This is an optimization exercise on Yosys and OpenROAD, whose aim is a short achievable clock period, not a production implementation.
In this exercise RTL edits were held to simulation tests only and were not proved equivalent to the original.
Power figures rest on the tool's default switching activity, not on a simulated workload.

==> v10: inputs <==
==> flow/design.v (excerpt) <==
module LEGLiteSingle(
	iaddr,		 
	daddr,		 
	dwrite,		 
	dread,		 
	dwdata,		 
	alu_out,	 
	clock,
	idata,		 
	ddata,		 
	reset,
	probe
	);
output [15:0] iaddr;
output [15:0] daddr;
output dwrite;
output dread;
output [15:0] dwdata;
output [15:0] alu_out;
input clock;
input [15:0] idata;
input [15:0] ddata;
input reset;
output [15:0] probe;
wire [3:0] op  = idata[15:12];
wire [5:0] imm = idata[11:6];
wire [2:0] rm  = idata[11:9];
wire [2:0] rn  = idata[5:3];
wire [2:0] rd  = idata[2:0];
wire [15:0] simm = {{10{imm[5]}}, imm};
assign probe = simm;
wire regwrite, taken_uncond, cbz, cls_reg, cls_addi, cls_andi, cls_subi;
Control legv8_control(
	.memread(dread), .memwrite(dwrite), .regwrite(regwrite),
	.taken_uncond(taken_uncond), .cbz(cbz),
	.cls_reg(cls_reg), .cls_addi(cls_addi), .cls_andi(cls_andi),
	.cls_subi(cls_subi), .opcode(op));
wire [7:0][15:0] x;
wire [7:0][9:0]  hi_m;
wire [7:0][9:0]  hi_p;
wire [7:0]  zero;
wire [15:0] wdata;
RegFile legv8_register(
	.x(x), .hi_m(hi_m), .hi_p(hi_p), .zero(zero),
	.clock(clock), .wdata(wdata), .waddr(rd), .write(regwrite));
wire [7:0][15:0] addi_r;
wire [7:0][15:0] subi_r;
genvar i;
generate
	for (i = 0; i < 8; i = i + 1) begin : imm_ops
		ImmAdd add_i(.result(addi_r[i]), .x(x[i]), .hi_m(hi_m[i]),
			.hi_p(hi_p[i]), .imm(imm), .sub(1'b0));
		ImmAdd sub_i(.result(subi_r[i]), .x(x[i]), .hi_m(hi_m[i]),
			.hi_p(hi_p[i]), .imm(imm), .sub(1'b1));
	end
endgenerate
wire [15:0] xn = x[rn];
wire [15:0] xm = x[rm];
wire [15:0] addi_res  = addi_r[rn];
wire [15:0] addi_res2 = addi_r[rn];   
wire [15:0] subi_res  = subi_r[rn];
wire [15:0] reg_res   = op[0] ? (xn - xm) : (xn + xm);
wire [15:0] andi_res  = xn & simm;
logic [15:0] result;
always_comb begin
	result = 16'd0;
	if (cls_reg)  result = result | reg_res;
	if (cls_addi) result = result | addi_res;
	if (cls_andi) result = result | andi_res;
	if (cls_subi) result = result | subi_res;
end
assign alu_out = result;
assign daddr   = addi_res2;
assign dwdata  = x[rd];
assign wdata   = dread ? ddata : result;
PCLogic legv8_pclogic(
	.pc(iaddr), .clock(clock), .signext(simm),
	.taken(taken_uncond | (cbz & zero[rn])), .reset(reset));
endmodule
==> flow/config.mk <==
export PLATFORM = sky130hd
export DESIGN_NAME = LEGLiteSingle
export DESIGN_NICKNAME = LEGLiteSingle
export VERILOG_FILES = /design/flow/design.v
export SDC_FILE = /design/flow/constraint.sdc
export NUM_CORES = 4
export LEC_CHECK = 0
export CAP_MARGIN = 20
export CORE_MARGIN = 2
export CORE_UTILIZATION = 40
export SETUP_SLACK_MARGIN = 2.0
export SLEW_MARGIN = 20
==> flow/constraint.sdc <==
create_clock -name core_clock -period 8.5 [get_ports {clock}]
set_input_delay 1.7000 -clock core_clock [delete_from_list [all_inputs] [get_ports {clock}]]
set_output_delay 1.7000 -clock core_clock [all_outputs]
set_load 0.01 [all_outputs]
standard.sh (not shown) runs the stock make flow with config.mk's settings and CLKGATE_MAP_FILE= SYNTH_SCRIPT=/design/flow/synth_recipe.tcl, a recipe that flattens the netlist after the stock synthesis.
==> flow/flow/run.sh <==
#!/bin/bash
# The standard layout with two synthesis changes, both for speed:
#  - no yosys full/half adder extraction (ADDER_MAP_FILE empty), so abc maps
#    the adders itself;
#  - the slow non-inverting complex cells (and4, or4, mux2, maj3, a221o, ...)
#    added to the platform's don't-use list, so abc and the resizer build the
#    logic from faster inverting gates.
PLATFORM_DONT_USE="sky130_fd_sc_hd__probe_p_8 sky130_fd_sc_hd__probec_p_8 sky130_fd_sc_hd__lpflow_bleeder_1 sky130_fd_sc_hd__lpflow_clkbufkapwr_1 sky130_fd_sc_hd__lpflow_clkbufkapwr_16 sky130_fd_sc_hd__lpflow_clkbufkapwr_2 sky130_fd_sc_hd__lpflow_clkbufkapwr_4 sky130_fd_sc_hd__lpflow_clkbufkapwr_8 sky130_fd_sc_hd__lpflow_clkinvkapwr_1 sky130_fd_sc_hd__lpflow_clkinvkapwr_16 sky130_fd_sc_hd__lpflow_clkinvkapwr_2 sky130_fd_sc_hd__lpflow_clkinvkapwr_4 sky130_fd_sc_hd__lpflow_clkinvkapwr_8 sky130_fd_sc_hd__lpflow_decapkapwr_12 sky130_fd_sc_hd__lpflow_decapkapwr_3 sky130_fd_sc_hd__lpflow_decapkapwr_4 sky130_fd_sc_hd__lpflow_decapkapwr_6 sky130_fd_sc_hd__lpflow_decapkapwr_8 sky130_fd_sc_hd__lpflow_inputiso0n_1 sky130_fd_sc_hd__lpflow_inputiso0p_1 sky130_fd_sc_hd__lpflow_inputiso1n_1 sky130_fd_sc_hd__lpflow_inputiso1p_1 sky130_fd_sc_hd__lpflow_inputisolatch_1 sky130_fd_sc_hd__lpflow_isobufsrc_1 sky130_fd_sc_hd__lpflow_isobufsrc_16 sky130_fd_sc_hd__lpflow_isobufsrc_2 sky130_fd_sc_hd__lpflow_isobufsrc_4 sky130_fd_sc_hd__lpflow_isobufsrc_8 sky130_fd_sc_hd__lpflow_isobufsrckapwr_16 sky130_fd_sc_hd__lpflow_lsbuf_lh_hl_isowell_tap_1 sky130_fd_sc_hd__lpflow_lsbuf_lh_hl_isowell_tap_2 sky130_fd_sc_hd__lpflow_lsbuf_lh_hl_isowell_tap_4 sky130_fd_sc_hd__lpflow_lsbuf_lh_isowell_4 sky130_fd_sc_hd__lpflow_lsbuf_lh_isowell_tap_1 sky130_fd_sc_hd__lpflow_lsbuf_lh_isowell_tap_2 sky130_fd_sc_hd__lpflow_lsbuf_lh_isowell_tap_4"
SLOW_CELLS="sky130_fd_sc_hd__a2111o_1 sky130_fd_sc_hd__a2111o_2 sky130_fd_sc_hd__a2111o_4 sky130_fd_sc_hd__a2111oi_0 sky130_fd_sc_hd__a2111oi_1 sky130_fd_sc_hd__a2111oi_2 sky130_fd_sc_hd__a2111oi_4 sky130_fd_sc_hd__a211o_1 sky130_fd_sc_hd__a211o_2 sky130_fd_sc_hd__a211o_4 sky130_fd_sc_hd__a211oi_1 sky130_fd_sc_hd__a211oi_2 sky130_fd_sc_hd__a211oi_4 sky130_fd_sc_hd__a21boi_0 sky130_fd_sc_hd__a21boi_1 sky130_fd_sc_hd__a21boi_2 sky130_fd_sc_hd__a21boi_4 sky130_fd_sc_hd__a221o_1 sky130_fd_sc_hd__a221o_2 sky130_fd_sc_hd__a221o_4 sky130_fd_sc_hd__a221oi_1 sky130_fd_sc_hd__a221oi_2 sky130_fd_sc_hd__a221oi_4 sky130_fd_sc_hd__a222oi_1 sky130_fd_sc_hd__a2bb2o_1 sky130_fd_sc_hd__a2bb2o_2 sky130_fd_sc_hd__a2bb2o_4 sky130_fd_sc_hd__a2bb2oi_1 sky130_fd_sc_hd__a2bb2oi_2 sky130_fd_sc_hd__a2bb2oi_4 sky130_fd_sc_hd__a311o_1 sky130_fd_sc_hd__a311o_2 sky130_fd_sc_hd__a311o_4 sky130_fd_sc_hd__a311oi_1 sky130_fd_sc_hd__a311oi_2 sky130_fd_sc_hd__a311oi_4 sky130_fd_sc_hd__a32o_1 sky130_fd_sc_hd__a32o_2 sky130_fd_sc_hd__a32o_4 sky130_fd_sc_hd__a32oi_1 sky130_fd_sc_hd__a32oi_2 sky130_fd_sc_hd__a32oi_4 sky130_fd_sc_hd__a41o_1 sky130_fd_sc_hd__a41o_2 sky130_fd_sc_hd__a41o_4 sky130_fd_sc_hd__a41oi_1 sky130_fd_sc_hd__a41oi_2 sky130_fd_sc_hd__a41oi_4 sky130_fd_sc_hd__and3b_1 sky130_fd_sc_hd__and3b_2 sky130_fd_sc_hd__and3b_4 sky130_fd_sc_hd__and4_1 sky130_fd_sc_hd__and4_2 sky130_fd_sc_hd__and4_4 sky130_fd_sc_hd__and4b_1 sky130_fd_sc_hd__and4b_2 sky130_fd_sc_hd__and4b_4 sky130_fd_sc_hd__and4bb_1 sky130_fd_sc_hd__and4bb_2 sky130_fd_sc_hd__and4bb_4 sky130_fd_sc_hd__maj3_1 sky130_fd_sc_hd__maj3_2 sky130_fd_sc_hd__maj3_4 sky130_fd_sc_hd__mux2_1 sky130_fd_sc_hd__mux2_2 sky130_fd_sc_hd__mux2_4 sky130_fd_sc_hd__mux2_8 sky130_fd_sc_hd__mux2i_1 sky130_fd_sc_hd__mux2i_2 sky130_fd_sc_hd__mux2i_4 sky130_fd_sc_hd__mux4_1 sky130_fd_sc_hd__mux4_2 sky130_fd_sc_hd__mux4_4 sky130_fd_sc_hd__nor4_1 sky130_fd_sc_hd__nor4_2 sky130_fd_sc_hd__nor4_4 sky130_fd_sc_hd__nor4b_1 sky130_fd_sc_hd__nor4b_2 sky130_fd_sc_hd__nor4b_4 sky130_fd_sc_hd__nor4bb_1 sky130_fd_sc_hd__nor4bb_2 sky130_fd_sc_hd__nor4bb_4 sky130_fd_sc_hd__o2111a_1 sky130_fd_sc_hd__o2111a_2 sky130_fd_sc_hd__o2111a_4 sky130_fd_sc_hd__o2111ai_1 sky130_fd_sc_hd__o2111ai_2 sky130_fd_sc_hd__o2111ai_4 sky130_fd_sc_hd__o211a_1 sky130_fd_sc_hd__o211a_2 sky130_fd_sc_hd__o211a_4 sky130_fd_sc_hd__o211ai_1 sky130_fd_sc_hd__o211ai_2 sky130_fd_sc_hd__o211ai_4 sky130_fd_sc_hd__o21ba_1 sky130_fd_sc_hd__o21ba_2 sky130_fd_sc_hd__o21ba_4 sky130_fd_sc_hd__o21bai_1 sky130_fd_sc_hd__o21bai_2 sky130_fd_sc_hd__o21bai_4 sky130_fd_sc_hd__o221a_1 sky130_fd_sc_hd__o221a_2 sky130_fd_sc_hd__o221a_4 sky130_fd_sc_hd__o221ai_1 sky130_fd_sc_hd__o221ai_2 sky130_fd_sc_hd__o221ai_4 sky130_fd_sc_hd__o2bb2a_1 sky130_fd_sc_hd__o2bb2a_2 sky130_fd_sc_hd__o2bb2a_4 sky130_fd_sc_hd__o2bb2ai_1 sky130_fd_sc_hd__o2bb2ai_2 sky130_fd_sc_hd__o2bb2ai_4 sky130_fd_sc_hd__o311a_1 sky130_fd_sc_hd__o311a_2 sky130_fd_sc_hd__o311a_4 sky130_fd_sc_hd__o311ai_0 sky130_fd_sc_hd__o311ai_1 sky130_fd_sc_hd__o311ai_2 sky130_fd_sc_hd__o311ai_4 sky130_fd_sc_hd__o32a_1 sky130_fd_sc_hd__o32a_2 sky130_fd_sc_hd__o32a_4 sky130_fd_sc_hd__o32ai_1 sky130_fd_sc_hd__o32ai_2 sky130_fd_sc_hd__o32ai_4 sky130_fd_sc_hd__o41a_1 sky130_fd_sc_hd__o41a_2 sky130_fd_sc_hd__o41a_4 sky130_fd_sc_hd__o41ai_1 sky130_fd_sc_hd__o41ai_2 sky130_fd_sc_hd__o41ai_4 sky130_fd_sc_hd__or2b_1 sky130_fd_sc_hd__or2b_2 sky130_fd_sc_hd__or2b_4 sky130_fd_sc_hd__or3_1 sky130_fd_sc_hd__or3_2 sky130_fd_sc_hd__or3_4 sky130_fd_sc_hd__or3b_1 sky130_fd_sc_hd__or3b_2 sky130_fd_sc_hd__or3b_4 sky130_fd_sc_hd__or4_1 sky130_fd_sc_hd__or4_2 sky130_fd_sc_hd__or4_4 sky130_fd_sc_hd__or4b_1 sky130_fd_sc_hd__or4b_2 sky130_fd_sc_hd__or4b_4 sky130_fd_sc_hd__or4bb_1 sky130_fd_sc_hd__or4bb_2 sky130_fd_sc_hd__or4bb_4 sky130_fd_sc_hd__xnor3_1 sky130_fd_sc_hd__xnor3_2 sky130_fd_sc_hd__xnor3_4 sky130_fd_sc_hd__xor3_1 sky130_fd_sc_hd__xor3_2 sky130_fd_sc_hd__xor3_4"
bash standard.sh ADDER_MAP_FILE= "DONT_USE_CELLS=$PLATFORM_DONT_USE $SLOW_CELLS" finish > standard.log 2>&1
==> v9: changes against v10 <==
==> flow/run.sh (new file) <==
#!/bin/bash
# synth_recipe.tcl (not shown) runs the flow's synth.tcl, then flattens the netlist and writes it again
# the make line also repeats each setting of config.mk as NAME=value (left out here)
make -C /OpenROAD-flow-scripts/flow DESIGN_CONFIG=/design/flow/config.mk WORK_HOME=/design/flow/orfs CLKGATE_MAP_FILE= SYNTH_SCRIPT=/design/flow/synth_recipe.tcl finish
- ABC_CLOCK_PERIOD_IN_PS: default -> 10
- SETUP_SLACK_MARGIN: 2.0 -> 5
- TNS_END_PERCENT: default -> 100
removed: flow/flow/run.sh
removed: flow/standard.sh
==> notes.md <==
| item | v10 | v9 |
|---|---|---|
| Result of the run | no timing/DRC/antenna violations | no timing/DRC/antenna violations |
| Routed length per instance | 29.6 um | 33.3 um |
| Peak fanout along the critical path | 20 | 7 |
| Well-tap cell count | 615 | 622 |
| Vias | 24400 | 22700 |
| Worst path arrival time | 4.91 ns | 5.21 ns |
| Most common library cell in the layout ignoring fill and taps | sky130_fd_sc_hd__nand2_1 | sky130_fd_sc_hd__buf_4 |
| Relative area of clock buffers and inverters in the final design | 2.52% | 2.11% |
| Invs w/o clock | 91 | 102 |
| Post-layout total power | 0.00290 W | 0.00330 W |
| Power Density | 121 nW/um^2 | 116 nW/um^2 |
| Capture point of the critical path | alu_out[10] | alu_out[15] |
| Stages on the worst setup path | 18 | 20 |
| Detailed Place HPWL | 80.9 mm | 77.9 mm |
| Synthesized area per cell | 6.45 um^2 | 8.24 um^2 |
| Global-route wire length before repair | 154 mm | 155 mm |
| Share of power burned in registers | 27.1% | 23.6% |
| Effective utilization at floorplan | 40.5% | 40.2% |
| Die height | 224 um | 225 um |
| Met2 wire length | 47.2 mm | 46.6 mm |
| Post-route minimum period | 6.61 ns | 6.91 ns |
| Measured slew at the worst slew-check pin | 1.29 ns | 1.04 ns |
| Relative max-transition margin | 14.0% | 30.1% |
| Combinational power | 0.00132 W | 0.00175 W |
| Worst R2R Start | legv8_register.regcell[4][6]$_DFFE_PP_ | legv8_register.regcell[4][1]$_DFFE_PP_ |

static timing again, ports no longer ideal:
No port has a modelled driver above. Below, the same layouts with a new extraction and two added sets of constraints. Step 1 assumes that a clkbuf_16 drives the clock port and a buf_2 every other input. Step 2 also shifts input and output timing later by t, the mid clock arrival at the registers, as if the neighbouring blocks saw the same clock. Slacks: ideal ports / drivers / drivers and shift; pairs: ideal ports / drivers.
run | shift t [ns] | slack for setup (ns) | worst hold slack (ns) | worst setup path at the end
v10 | 0.557 | 1.894 / 1.801 / 1.801 | 0.546 / 0.546 / 0.546 | input to output
v9 | 0.510 | 1.591 / 1.356 / 1.356 | 0.680 / 0.680 / 0.680 | input to output
After both steps every run listed still meets setup and hold. The setup slack of v9, which loses most, moves by -0.235 ns with the drivers and by -0.235 ns with both steps.
